What follows belongs to an exercise in optimizing a design on an open flow for small area and a short achievable clock period; a production flow would make more cautious choices. No functional check of the RTL was part of any run shown here.

## flow/design.v (module list and top-level ports; edited modules follow where they fit)
// module LDL_crc32_d8: 40 lines
// module LDL_crc32_dn: 27 lines
// module LDL_crc32_dn_check: 1028 lines
// module crc_x2: 3 lines
module LDL_crc32_dn_check #(parameter NUM = 16)(
  input  [8*NUM -1:0]        data,  
  input  [$clog2(NUM) -1:0]  bnum,  
  input         valid,
  input         eof  ,
  output reg    err  ,
  input         rst_n,
  input         clk
);
  // ...
==> flow/flow/run.sh <==
#!/bin/bash
set -euo pipefail
bash standard.sh SETUP_SLACK_MARGIN=14 finish > make_finish.log 2>&1
==> flow/standard.sh <==
#!/bin/bash
# synth_recipe.tcl (not shown) runs the flow's synth.tcl, then flattens the netlist and writes it again
# the make line also repeats each setting of config.mk as NAME=value (left out here)
make -C /OpenROAD-flow-scripts/flow DESIGN_CONFIG=/design/flow/config.mk WORK_HOME=/design/flow/orfs CLKGATE_MAP_FILE= SYNTH_SCRIPT=/design/flow/synth_recipe.tcl "${@:-finish}"
==> flow/config.mk <==
export PLATFORM = sky130hd
export DESIGN_NAME = LDL_crc32_dn_check
export DESIGN_NICKNAME = LDL_crc32_dn_check
export VERILOG_FILES = /design/flow/design.v
export SDC_FILE = /design/flow/constraint.sdc
export NUM_CORES = 4
export LEC_CHECK = 0
export ABC_CLOCK_PERIOD_IN_PS = 1500
export CAP_MARGIN = 20
export CORE_MARGIN = 2
export CORE_UTILIZATION = 50
export SLEW_MARGIN = 20
export SYNTH_HIERARCHICAL = 1
export SYNTH_MINIMUM_KEEP_SIZE = 0
==> flow/constraint.sdc <==
create_clock -name core_clock -period 24.0 [get_ports {clk}]
set_input_delay 4.8000 -clock core_clock [delete_from_list [all_inputs] [get_ports {clk}]]
set_output_delay 4.8000 -clock core_clock [all_outputs]
set_load 0.01 [all_outputs]
==> summary.txt, run 1 <==
STA
  – Max transition margin: 0.277
  – Slack of the critical path: 14,040 ps
  – Final Cycle Share: 0.415
  – Clock Skews: 6.27 ps

Setup path
  – WP depth: 17
  – Crit path top cell by count: xor2_1
  – CP required: 24,170 ps
  – R2R setup slack: 19,360 ps
  – Critical Path Start Type: input port
  – Slowest CP cell: or3b_4
  – Worst setup EP type: register

Layout
  – #MultiIn Comb: 1,204
  – Synth-to-Final Area Change: 28.4%
  – Diode count: 0
  – Reg area: 661 um^2
  – Multi-input combinational area share: 0.796

Clocking
  – Worst-Skew Late Latency: 280 ps
  – CTS Buf Count: 5
  – Clock sink count: 33
  – Buffer depth of the longest clock path: 2
  – CTS tree: yes

Hold path
  – Hold path cells: 2
  – Worst Hold End: s[20]$_SDFFE_PN1P_

Status
  – Run status: complete, no violations

Placed design
  – Post-detail-place hpwl: 43.9 mm

Yosys
  – Syn avg cell area: 8.08 um^2
  – Post-synth top area share: 0.728
  – Cell taking the most area after synthesis: xor2_1
  – Synth cell count leaders: xor2_1 (856), nand2_1 (155), dfxtp_1 (33)
  – Synthesis warning total: 7
  – Post-synthesis xor/xnor area fraction: 0.740
  – Primary FF master, synth: dfxtp_1

Global route
  – Initial antenna violation count: 0
  – Largest net degree at the start of global routing: 48

Routing
  – Via count: 9,888
==> inputs of run 2 (changes only) <==
==> flow/run.sh (new file) <==
#!/bin/bash
# synth_recipe.tcl (not shown) runs the flow's synth.tcl, then flattens the netlist and writes it again
# the make line also repeats each setting of config.mk as NAME=value (left out here)
make -C /OpenROAD-flow-scripts/flow DESIGN_CONFIG=/design/flow/config.mk WORK_HOME=/design/flow/orfs CLKGATE_MAP_FILE= SYNTH_SCRIPT=/design/flow/synth_recipe.tcl finish
removed: flow/flow/run.sh
removed: flow/standard.sh
==> run 2 against run 1 <==
Via count shrank 1.2%; routed wire length decreased by 1.4%; still clean on timing, DRC and antenna; critical path depth stayed put; worst hold slack improved by 5.8 ps; sequential cell count unchanged; die area stayed put; critical endpoint unchanged; fmax fell by 14%; utilization decreased by 5.6 points.
==> summary.txt, run 2 <==
STA
  – Slew Viols, Final: 0
  – Worst-margin pin slew: 1120 ps
  – RSZ-0062 raised after global routing: false
  – Final hold vios: 0
  – Setup TNS: 0 ps
  – Final Cycle Share: 0.482 (+0.0664)
  – Clock period minus worst slack: 11,560 ps
  – Max Freq: 86.5 MHz
  – WHS: 508 ps
  – Max transition margin: 0.253 (-0.0235)
  – Clock Skews: 5.87 ps (-0.402 ps)
  – # setup viols final: 0

Routing
  – Drc violations: 0
  – Via count: 9,768 (-1.2%)
  – WL per Instance: 30.1 um
  – DR iter-0 viols: 1,447
  – Drt first pass iters: 5
  – Vias per std cell: 5.86
  – Post-route ant nets: 0
  – Aggregate routed wire length: 50.2 mm

Layout
  – Synth-to-Final Area Change: 17.3%
  – Commonest non-fill, non-tap cell in the layout: xor2_1
  – Max reg flops: 32
  – Nets: 1,542
  – Reg with most FFs: s
  – Commonest cells after routing, fill and taps aside: xor2_1 (856), nand2_1 (155), clkdlybuf4s50_1 (135)
  – Diode count: 0 (unchanged)
  – Top flop regs: s x32, err x1
  – Share of layout cells above drive strength 1: 0.0336
  – # fillers: 1,909
  – Post-layout instance area: 0.0121 mm^2

Global route
  – Initial antenna violation count: 0 (unchanged)
  – Vias in the first global route: 9,726
  – Grt total ovfl: 0
  – Largest net degree at the start of global routing: 48 (unchanged)
  – First-pass GRT wire length: 68.8 mm
  – All-layer global routing usage: 0.449

Yosys
  – Distinct cell type count after synthesis: 53
  – Syn avg cell area: 8.08 um^2 (unchanged)
  – Mapped cell area: 0.0103 mm^2
  – Synthesis warning total: 7 (unchanged)
  – Asr flop ratio synth: 0
  – Yosys reg bits: 33
  – Sequential area share after synthesis: 0.0641
  – Primary FF master, synth: dfxtp_1
  – Syn nets: 1,419
  – Synth cell count leaders: xor2_1 (856), nand2_1 (155), dfxtp_1 (33)
  – Syn Inst Count: 1,275
  – EDFF count, synth: 0
  – Most frequent cell after synthesis: xor2_1
  – Post-synth top area share: 0.728 (unchanged)
  – Cell taking the most area after synthesis: xor2_1
  – Synth area leaders: xor2_1 (73%), dfxtp_1 (6.4%), nand2_1 (5.6%)

Setup path
  – R2r startpoint: s[6]$_SDFFE_PN1P_
  – Critical Path Start Type: input port
  – Worst EP arrival: 11,730 ps
  – CP required: 24,180 ps (about the same)
  – Reg2reg path depth: 11
  – CP Max Fanout: 15
  – Crit path kind: in2reg
  – R2R setup slack: 19,130 ps (-230 ps)
  – Reg-to-reg endpoint: err$_SDFF_PN0_
  – Worst setup EP type: register

Clocking
  – CTS Buf Count: 5 (unchanged)
  – Post-CTS Resized: 0
  – Buffer depth of the longest clock path: 2 (unchanged)
  – Postcts setup bufs: 0
  – Clk pin slew, worst setup/hold paths: 60 ps
  – CTS tree: yes
  – Clock sink count: 33 (unchanged)
  – Clock root buffer: clkbuf_16
  – H-tree lvl count: 2
  – Worst-Skew Late Latency: 280 ps (about the same)
  – CTS Hold Buffers Added: 0

Hold path
  – Worst Hold End: s[14]$_SDFFE_PN1P_
  – Hold path cells: 2 (unchanged)
  – Min-Delay Path Class: reg2reg
  – Worst Hold Launch: s[14]$_SDFFE_PN1P_

Floorplanning
  – Core area: 0.0202 mm^2
  – Die ar.: 0.0218 mm^2
  – Chip width: 148 um
  – Initial Utilization: 0.509
  – I/O pin count: 137
  – Row count: 52
  – Overall die height: 148 um

Placed design
  – Post-placement cell area: 0.0119 mm^2
  – Routability cong.: 1.19
  – Port Buffer Count: 136
  – Post-detail-place hpwl: 43.9 mm (unchanged)

Job
  – Max cap viols: 0

Status
  – Run status: complete, no violations
==> run 2: changes by cell type in the layout (fill, tap and decap cells not counted), moves of 6 or more <==
cell and delta:
buf_4 -6, nand2_1 +17, nand2_2 -15, xor2_1 +94, xor2_2 -71, xor2_4 -23
==> run 2: Yosys stat by module, one instance, submodules excluded <==
module	flops+latches	times used	cells inside	area, um^2
LDL_crc32_dn_check	33	1	443	3020
crc_x2	0	832	1	8.76
==> run 2: worst max path at each step <==
stage            start        endpoint  slack [ps]  cells past startpoint
6_report       bnum[0]  err$_SDFF_PN0_       12440                     17
5_1_grt        bnum[1]  err$_SDFF_PN0_       12420                     17
4_1_cts        bnum[0]  err$_SDFF_PN0_       12700                     17
3_5_place_dp   bnum[0]  err$_SDFF_PN0_       12410                     17
3_3_place_gp   bnum[1]  err$_SDFF_PN0_       12270                     17
2_1_floorplan  bnum[0]  err$_SDFF_PN0_       14950                     18
==> run 2: kinds of logic (layout without fill, tap and decap cells) <==
family / Yosys count / in the layout / share of synthesized area
adders and majority gates: 8 / 8 / 0.00972
xor gates and xnor gates: 864 / 864 / 0.740
buffers and inverters: 38 / 161 / 0.0176
muxes: 2 / 2 / 0.00194
and+or+nand+nor: 240 / 240 / 0.107
DFF: 33 / 33 / 0.0641
AOI/OAI and AO/OA: 90 / 90 / 0.0598
==> run 2: area by class of cell <==
type,instances,area [um^2],area share
inverter,6,22.5,0.00186
tap,270,338,0.0279
clock buffer,5,125,0.0104
sequential,33,661,0.0547
timing repair buffer,148,1450,0.120
multi-input combinational,1204,9460,0.783
clock inverter,2,35.0,0.00290
==> run 2: through the flow <==
step           instances  worst slack (ps)   util
2_1_floorplan       1275             14950      -
3_3_place_gp        1661             12270  0.590
3_5_place_dp        1661             12410  0.590
4_1_cts             1668             12700  0.598
5_1_grt             1668             12420  0.597
6_report            1668             12440  0.597
==> run 2: metal layers <==
layer	part of all wire	GRT usage	vias to the layer above
li1	-	-	4250
met3	0.11	0.0910	208
met2	0.42	0.682	783
met5	0	0	-
met1	0.39	0.572	4527
met4	0.085	0.309	0
==> run 2: worst max-delay path: stages <==
cell             delay (ps)
clkdlybuf4s50_1         660
inv_1                   320
ha_1                    410
or3b_1                  580
o211ai_2                400
nand2_1                 470
xor2_1                  570
xor2_1                  750
xor2_1                  440
xor2_1                  330
xor2_1                  200
xor2_1                  270
xor2_1                  220
xor2_1                  120
nor4_1                  650
nand4_1                 230
o2111a_1                290
==> inputs of run 3 (changes only) <==
==> flow/flow/run.sh (new file) <==
#!/bin/bash
set -euo pipefail
export BUFFER_PORTS_ARGS="-buffer_cell sky130_fd_sc_hd__buf_1"
bash standard.sh SETUP_SLACK_MARGIN=0 finish > make_finish.log 2>&1
==> flow/standard.sh (new file) <==
#!/bin/bash
# synth_recipe.tcl (not shown) runs the flow's synth.tcl, then flattens the netlist and writes it again
# the make line also repeats each setting of config.mk as NAME=value (left out here)
make -C /OpenROAD-flow-scripts/flow DESIGN_CONFIG=/design/flow/config.mk WORK_HOME=/design/flow/orfs CLKGATE_MAP_FILE= SYNTH_SCRIPT=/design/flow/synth_recipe.tcl "${@:-finish}"
removed: flow/run.sh
==> run 3 against run 2 <==
Still clean on timing, DRC and antenna; critical path type unchanged; non-clock buffer count increased by 1; first-iteration DRC count increased by 1.7%; synthesized area is the same.
==> summary.txt, run 3 <==
Hold path
  – Min-Delay Path Class: reg2reg
  – Worst Hold Launch: s[7]$_SDFFE_PN1P_
  – Worst Hold End: s[7]$_SDFFE_PN1P_
  – Hold path cells: 2 (unchanged)

Clocking
  – Buffer depth of the longest clock path: 2 (unchanged)
  – Clock sink count: 33 (unchanged)
  – Postcts setup bufs: 0 (unchanged)
  – CTS tree: yes
  – Clock root buffer: clkbuf_16
  – Clk pin slew, worst setup/hold paths: 60 ps (about the same)
  – H-tree lvl count: 2 (unchanged)
  – CTS Hold Buffers Added: 0 (unchanged)
  – CTS Buf Count: 5 (unchanged)
  – Post-CTS Resized: 0 (unchanged)
  – Worst-Skew Late Latency: 280 ps (about the same)

Setup path
  – Largest incremental delay on the critical path: 840 ps (+90 ps)
  – Critical path, cell by cell: buf_1 > inv_1 > ha_1 > or4b_1 > nand2_2 > xor2_2 > xor2_1 > xor2_1 > xor2_1 > xor2_1 > xor2_1 > xor2_1 > xor2_1 > nor4_1 > nand4_1 > o2111a_1
  – CP required: 24,180 ps (about the same)
  – R2r startpoint: s[19]$_SDFFE_PN1P_
  – Critical Path Start Type: input port
  – CP Max Fanout: 15 (unchanged)
  – Crit path top cell by count: xor2_1
  – Reg-to-reg endpoint: err$_SDFF_PN0_
  – Worst EP arrival: 11,260 ps (-470 ps)
  – Worst setup EP type: register
  – Crit path kind: in2reg
  – Slowest CP cell: or4b_1
  – R2R setup slack: 19,180 ps (+50 ps)
  – Reg2reg path depth: 11 (unchanged)

Yosys
  – Synth area leaders: xor2_1 (73%), dfxtp_1 (6.4%), nand2_1 (5.6%)
  – Syn avg cell area: 8.08 um^2 (unchanged)
  – Primary FF master, synth: dfxtp_1
  – Yosys reg bits: 33 (unchanged)
  – Syn Inst Count: 1,275 (unchanged)
  – Mapped cell area: 0.0103 mm^2 (unchanged)
  – Post-synth top area share: 0.728 (unchanged)
  – Cell taking the most area after synthesis: xor2_1
  – Most frequent cell after synthesis: xor2_1
  – Sequential area share after synthesis: 0.0641 (unchanged)
  – Synth cell count leaders: xor2_1 (856), nand2_1 (155), dfxtp_1 (33)
  – Syn nets: 1,419 (unchanged)
  – EDFF count, synth: 0 (unchanged)
  – Asr flop ratio synth: 0 (unchanged)
  – Synthesis warning total: 7 (unchanged)
  – Distinct cell type count after synthesis: 53 (unchanged)

Layout
  – Commonest cells after routing, fill and taps aside: xor2_1 (855), nand2_1 (155), buf_1 (134)
  – Commonest non-fill, non-tap cell in the layout: xor2_1
  – Reg with most FFs: s
  – Layout Cells excl Fill: 1,670 (+0.12%)
  – Synth-to-Final Area Change: 9.64%
  – Diode count: 0 (unchanged)
  – Multi-input gate area: 0.00947 mm^2 (+0.11%)
  – Share of layout cells above drive strength 1: 0.0371 (+0.00352)
  – Reg area: 661 um^2 (unchanged)
  – Max reg flops: 32 (unchanged)
  – Top flop regs: s x32, err x1
  – # fillers: 2,025 (+6.1%)
  – Nets: 1,543 (+0.065%)

STA
  – Max Freq: 90.2 MHz (+4.2%)
  – Slew Viols, Final: 0 (unchanged)
  – Final hold vios: 0 (unchanged)
  – Worst-margin pin slew: 1180 ps (+58.8 ps)
  – Clock period minus worst slack: 11,090 ps (-470 ps)
  – Setup TNS: 0 ps (unchanged)
  – RSZ-0062 raised after global routing: false
  – # setup viols final: 0 (unchanged)
  – Max transition margin: 0.214 (-0.0393)
  – Clock Skews: 7.07 ps (+1.20 ps)
  – Final Cycle Share: 0.462 (-0.0196)

Floorplanning
  – Die ar.: 0.0218 mm^2 (unchanged)
  – Chip width: 148 um (unchanged)
  – Core area: 0.0202 mm^2 (unchanged)
  – I/O pin count: 137 (unchanged)
  – Row count: 52 (unchanged)
  – Overall die height: 148 um (unchanged)
  – Initial Utilization: 0.509 (unchanged)

Status
  – Run status: complete, no violations

Routing
  – WL per Instance: 30.2 um (+0.39%)
  – Aggregate routed wire length: 50.4 mm (+0.51%)
  – Post-route ant nets: 0 (unchanged)
  – DR iter-0 viols: 1,472 (+1.7%)
  – Via count: 9,737 (-0.32%)
  – Drt first pass iters: 5 (unchanged)
  – Drc violations: 0 (unchanged)
  – Vias per std cell: 5.83 (-0.44%)

Global route
  – Largest net degree at the start of global routing: 48 (unchanged)
  – First-pass GRT wire length: 68.9 mm (+0.25%)
  – Grt total ovfl: 0 (unchanged)
  – All-layer global routing usage: 0.453 (+0.00348)
  – Initial antenna violation count: 0 (unchanged)
  – Vias in the first global route: 9,415 (-3.2%)

Placed design
  – Routability cong.: 1.13 (-5.2%)
  – Post-detail-place hpwl: 44.0 mm (+0.20%)
  – Port Buffer Count: 136 (unchanged)
  – Placed instance count: 1,662 (+0.060%)

Job
  – Max cap viols: 0 (unchanged)
run 3: cell counts after synthesis:
No cell type changed its count.
run 3: how the worst max path moves through the flow:
stage                 start             end  slack, ps  depth (start not counted)
floorplan           bnum[0]  err$_SDFF_PN0_      14950                         18
global placement    bnum[0]  err$_SDFF_PN0_      12810                         16
detailed placement  bnum[0]  err$_SDFF_PN0_      12770                         16
CTS                 bnum[0]  err$_SDFF_PN0_      13040                         16
global route        bnum[0]  err$_SDFF_PN0_      12820                         16
finish              bnum[0]  err$_SDFF_PN0_      12910                         16
run 3: worst max-delay path, delay by kind of cell:
kind / cells / cell delay, ps
AOI/OAI and AO/OA: 1 / 260
and+or+nand+nor: 4 / 1570
xor gates and xnor gates: 8 / 3470
adders and majority gates: 1 / 380
buffers and inverters: 2 / 740
run 3: logic make-up after synthesis:
| logic type | count (synthesis) | synth area share |
|---|---|---|
| compound gates | 90 | 0.0598 |
| simple gates | 240 | 0.107 |
| flops | 33 | 0.0641 |
| mux | 2 | 0.00194 |
| buf+inv | 38 | 0.0176 |
| xor+xnor | 864 | 0.740 |
| fa+ha+maj | 8 | 0.00972 |
run 3: metrics by stage:
stage / setup slack (ps) / instance area (um^2) / utilization / hold slack, ps
after detailed placement: 12770 / 11100 / 0.548 / 486
after global routing: 12820 / 11300 / 0.558 / 523
after floorplan: 14950 / 10300 / - / 472
after global placement: 12810 / 11100 / 0.548 / 484
after CTS: 13040 / 11300 / 0.558 / 500
final: 12910 / 11300 / 0.558 / 500
run 3: Yosys stat by module (local to each module, per instance):
module              times used  flip-flops and latches
LDL_crc32_dn_check           1                      33
crc_x2                     832                       0
run 3: final cells by class:
| type | count | area share |
|---|---|---|
| repair buffers | 149 | 0.0541 |
| clock inverters | 3 | 0.00609 |
| well taps | 270 | 0.0299 |
| multi-input cells | 1204 | 0.838 |
| clock buffers | 5 | 0.0111 |
| inverters | 6 | 0.00199 |
| flip-flops and latches | 33 | 0.0585 |
run 3: layer usage:
layer | part of all wire | GRT usage
met3 | 0.11 | 0.0892
met1 | 0.40 | 0.596
met5 | 0 | 0
met4 | 0.082 | 0.310
met2 | 0.41 | 0.665
==> inputs of run 4 (changes only) <==
==> flow/flow/run.sh (replaced) <==
#!/bin/bash
set -euo pipefail
export BUFFER_PORTS_ARGS="-buffer_cell sky130_fd_sc_hd__buf_1"
bash standard.sh SETUP_SLACK_MARGIN=14 finish > make_finish.log 2>&1
==> run 4 against run 3 <==
Still clean; final cell count did not move; worst setup slack gained 1200 ps; routed wire length increased by 0.30%; fmax grew 12%; sequential cell count unchanged; clock skew down 0.65 ps; synthesized area is the same; utilization grew 2.5 points.
==> summary.txt, run 4 <==
Setup path
  – CP Max Fanout: 15 (unchanged)
  – Critical Path Start Type: input port
  – Crit path top cell by count: xor2_1
  – Largest incremental delay on the critical path: 520 ps (-320 ps)
  – Worst setup EP type: register
  – Critical path, cell by cell: buf_2 > inv_1 > ha_1 > or3b_4 > o211ai_2 > nand2_1 > xor2_4 > xor2_2 > xor2_1 > xor2_1 > xor2_1 > xor2_1 > xor2_1 > xor2_1 > nor4_1 > nand4_1 > o2111a_1
  – CP required: 24,180 ps (about the same)
  – Crit path kind: in2reg
  – Slowest CP cell: or3b_4
  – Worst EP arrival: 10,080 ps (-1180 ps)

Routing
  – Drt first pass iters: 6 (+1)
  – Aggregate routed wire length: 50.6 mm (+0.30%)
  – DR iter-0 viols: 1,309 (-11%)
  – WL per Instance: 30.3 um (+0.30%)
  – Vias per std cell: 5.76 (-1.2%)
  – Drc violations: 0 (unchanged)
  – Post-route ant nets: 0 (unchanged)
  – Via count: 9,616 (-1.2%)

Floorplanning
  – Initial Utilization: 0.509 (unchanged)
  – I/O pin count: 137 (unchanged)
  – Row count: 52 (unchanged)
  – Chip width: 148 um (unchanged)
  – Core area: 0.0202 mm^2 (unchanged)
  – Die ar.: 0.0218 mm^2 (unchanged)
  – Overall die height: 148 um (unchanged)

Placed design
  – Post-placement cell area: 0.0111 mm^2 (unchanged)
  – Routability cong.: 1.13 (unchanged)
  – Setup WS pre-CTS: 12,770 ps (unchanged)
  – Post-detail-place hpwl: 44.0 mm (unchanged)
  – Port Buffer Count: 136 (unchanged)

Layout
  – Diode count: 0 (unchanged)
  – Max reg flops: 32 (unchanged)
  – Synth-to-Final Area Change: 14.5%
  – # fillers: 1,974 (-2.5%)
  – Nets: 1,543 (unchanged)
  – Post-layout instance area: 0.0118 mm^2 (+4.4%)
  – Share of layout cells above drive strength 1: 0.0793 (+0.0421)
  – Top flop regs: s x32, err x1
  – Multi-input gate area: 0.00997 mm^2 (+5.2%)
  – Commonest cells after routing, fill and taps aside: xor2_1 (811), nand2_1 (150), buf_1 (132)
  – Reg area: 661 um^2 (unchanged)
  – Commonest non-fill, non-tap cell in the layout: xor2_1
  – Reg with most FFs: s

Global route
  – Largest net degree at the start of global routing: 48 (unchanged)
  – Vias in the first global route: 9,463 (+0.51%)
  – Grt total ovfl: 0 (unchanged)
  – First-pass GRT wire length: 69.2 mm (+0.38%)
  – All-layer global routing usage: 0.457 (+0.00369)
  – Initial antenna violation count: 0 (unchanged)

Yosys
  – Synth area leaders: xor2_1 (73%), dfxtp_1 (6.4%), nand2_1 (5.6%)
  – Asr flop ratio synth: 0 (unchanged)
  – Synth cell count leaders: xor2_1 (856), nand2_1 (155), dfxtp_1 (33)
  – Post-synth top area share: 0.728 (unchanged)
  – Yosys reg bits: 33 (unchanged)
  – Cell taking the most area after synthesis: xor2_1
  – Distinct cell type count after synthesis: 53 (unchanged)
  – Syn Inst Count: 1,275 (unchanged)
  – Primary FF master, synth: dfxtp_1
  – EDFF count, synth: 0 (unchanged)
  – Syn avg cell area: 8.08 um^2 (unchanged)
  – Sequential area share after synthesis: 0.0641 (unchanged)
  – Mapped cell area: 0.0103 mm^2 (unchanged)
  – Synthesis warning total: 7 (unchanged)
  – Syn nets: 1,419 (unchanged)
  – Most frequent cell after synthesis: xor2_1

STA
  – Setup TNS: 0 ps (unchanged)
  – Final Cycle Share: 0.413 (-0.0494)
  – Slack of the critical path: 14,100 ps (+1190 ps)
  – RSZ-0062 raised after global routing: false
  – Slew Viols, Final: 0 (unchanged)
  – Final hold vios: 0 (unchanged)
  – Max transition margin: 0.285 (+0.0707)
  – WHS: 503 ps (+3.07 ps)
  – Max Freq: 101 MHz (+12%)
  – Clock period minus worst slack: 9900 ps (-1190 ps)
  – Clock Skews: 6.42 ps (-0.649 ps)
  – # setup viols final: 0 (unchanged)
  – Worst-margin pin slew: 1070 ps (-106 ps)

Clocking
  – H-tree lvl count: 2 (unchanged)
  – Clock sink count: 33 (unchanged)
  – CTS Hold Buffers Added: 0 (unchanged)
  – Buffer depth of the longest clock path: 2 (unchanged)
  – Clk pin slew, worst setup/hold paths: 60 ps (about the same)
  – CTS Buf Count: 5 (unchanged)
  – Clock root buffer: clkbuf_16
  – CTS tree: yes
  – Worst-Skew Late Latency: 280 ps (about the same)

Hold path
  – Min-Delay Path Class: reg2reg

Status
  – Run status: complete, no violations

Job
  – Max cap viols: 0 (unchanged)
-- run 4: cell counts after synthesis --
No cell type changed its count.
-- run 4: cells by family (layout without fill, tap and decap cells) --
kind of cell | count (synthesis) | after routing | share of synthesized area
DFF | 33 | 33 | 0.0641
AOI/OAI and AO/OA | 90 | 90 | 0.0598
xor gates and xnor gates | 864 | 864 | 0.740
muxes | 2 | 2 | 0.00194
buffers and inverters | 38 | 163 | 0.0176
and+or+nand+nor | 240 | 240 | 0.107
adders and majority gates | 8 | 8 | 0.00972
-- run 4: worst paths after layout --
check,endpoint,slack (ps),start,cells after the start
min,s[7]$_SDFFE_PN1P_,500,s[7]$_SDFFE_PN1P_,2
min reg2reg,s[7]$_SDFFE_PN1P_,500,s[7]$_SDFFE_PN1P_,2
max reg2reg,err$_SDFF_PN0_,19670,s[1]$_SDFFE_PN1P_,11
max,err$_SDFF_PN0_,14100,bnum[0],17
-- run 4: metal layers --
layer / GRT usage / wire [um]
met1: 0.588 / 19900
met2: 0.679 / 21100
met3: 0.110 / 5680
met4: 0.298 / 3960
met5: 0 / 0
-- run 4: timing repair --
item | CTS | global route
endpoints found under the setup margin | 15 | 2
gates resized for setup | 43 | 28
pin swaps | 1 | 1
buffers inserted | 0 | 0
-- run 4: critical path, delay by kind of cell --
kind | cells | cell delay, ps
compound gates | 2 | 520
simple gates | 4 | 1420
buf+inv | 2 | 400
xor+xnor | 8 | 2550
fa+ha+maj | 1 | 380
-- run 4: layout make-up --
class / instances / area share
repair buffers: 149 / 0.0520
multi-input cells: 1204 / 0.845
clock buffers: 5 / 0.0106
flip-flops and latches: 33 / 0.0560
well taps: 270 / 0.0286
clock inverters: 3 / 0.00583
inverters: 6 / 0.00191
-- run 4: modules after synthesis, one instance, submodules excluded --
module              flip-flops and latches  area, um^2  cells inside
LDL_crc32_dn_check                      33        3020           443
crc_x2                                   0        8.76             1
-- run 4: through the flow --
step / utilization / std cells
after floorplan: - / 1275
after global routing: 0.583 / 1670
after global placement: 0.548 / 1662
after CTS: 0.573 / 1670
after detailed placement: 0.548 / 1662
final: 0.583 / 1670

[static timing again, ports no longer ideal]
No port has a modelled driver above. Below, the same layouts with a new extraction and two added sets of constraints. Step 1, drivers: a clkbuf_16 drives clk and a buf_2 each remaining input, both assumed. Step 2 moves the port delays by t, midway between the first and last clock arrival at a register: inputs arrive t later, outputs are due t later. That takes back most of the time a late clock gives input paths. Three values: ideal ports, drivers, drivers and shift; two values: the first two.
run	shift t [ns]	slack for setup (ns)	worst setup path after step 2	worst register clock-pin slew, ns	pins driven straight from the clock port
run 1	0.318	14.036 / 14.052 / 13.734	input to register	0.06 / 0.06	1
run 2	0.314	12.443 / 12.454 / 12.140	input to register	0.06 / 0.06	1
run 3	0.312	12.913 / 12.921 / 12.609	input to register	0.06 / 0.06	1
run 4	0.313	14.098 / 14.112 / 13.799	input to register	0.06 / 0.06	1
After both steps every run listed still meets setup and hold. For run 3, which loses most, drivers alone change the setup slack by +0.008 ns; drivers and shift together by -0.304 ns.
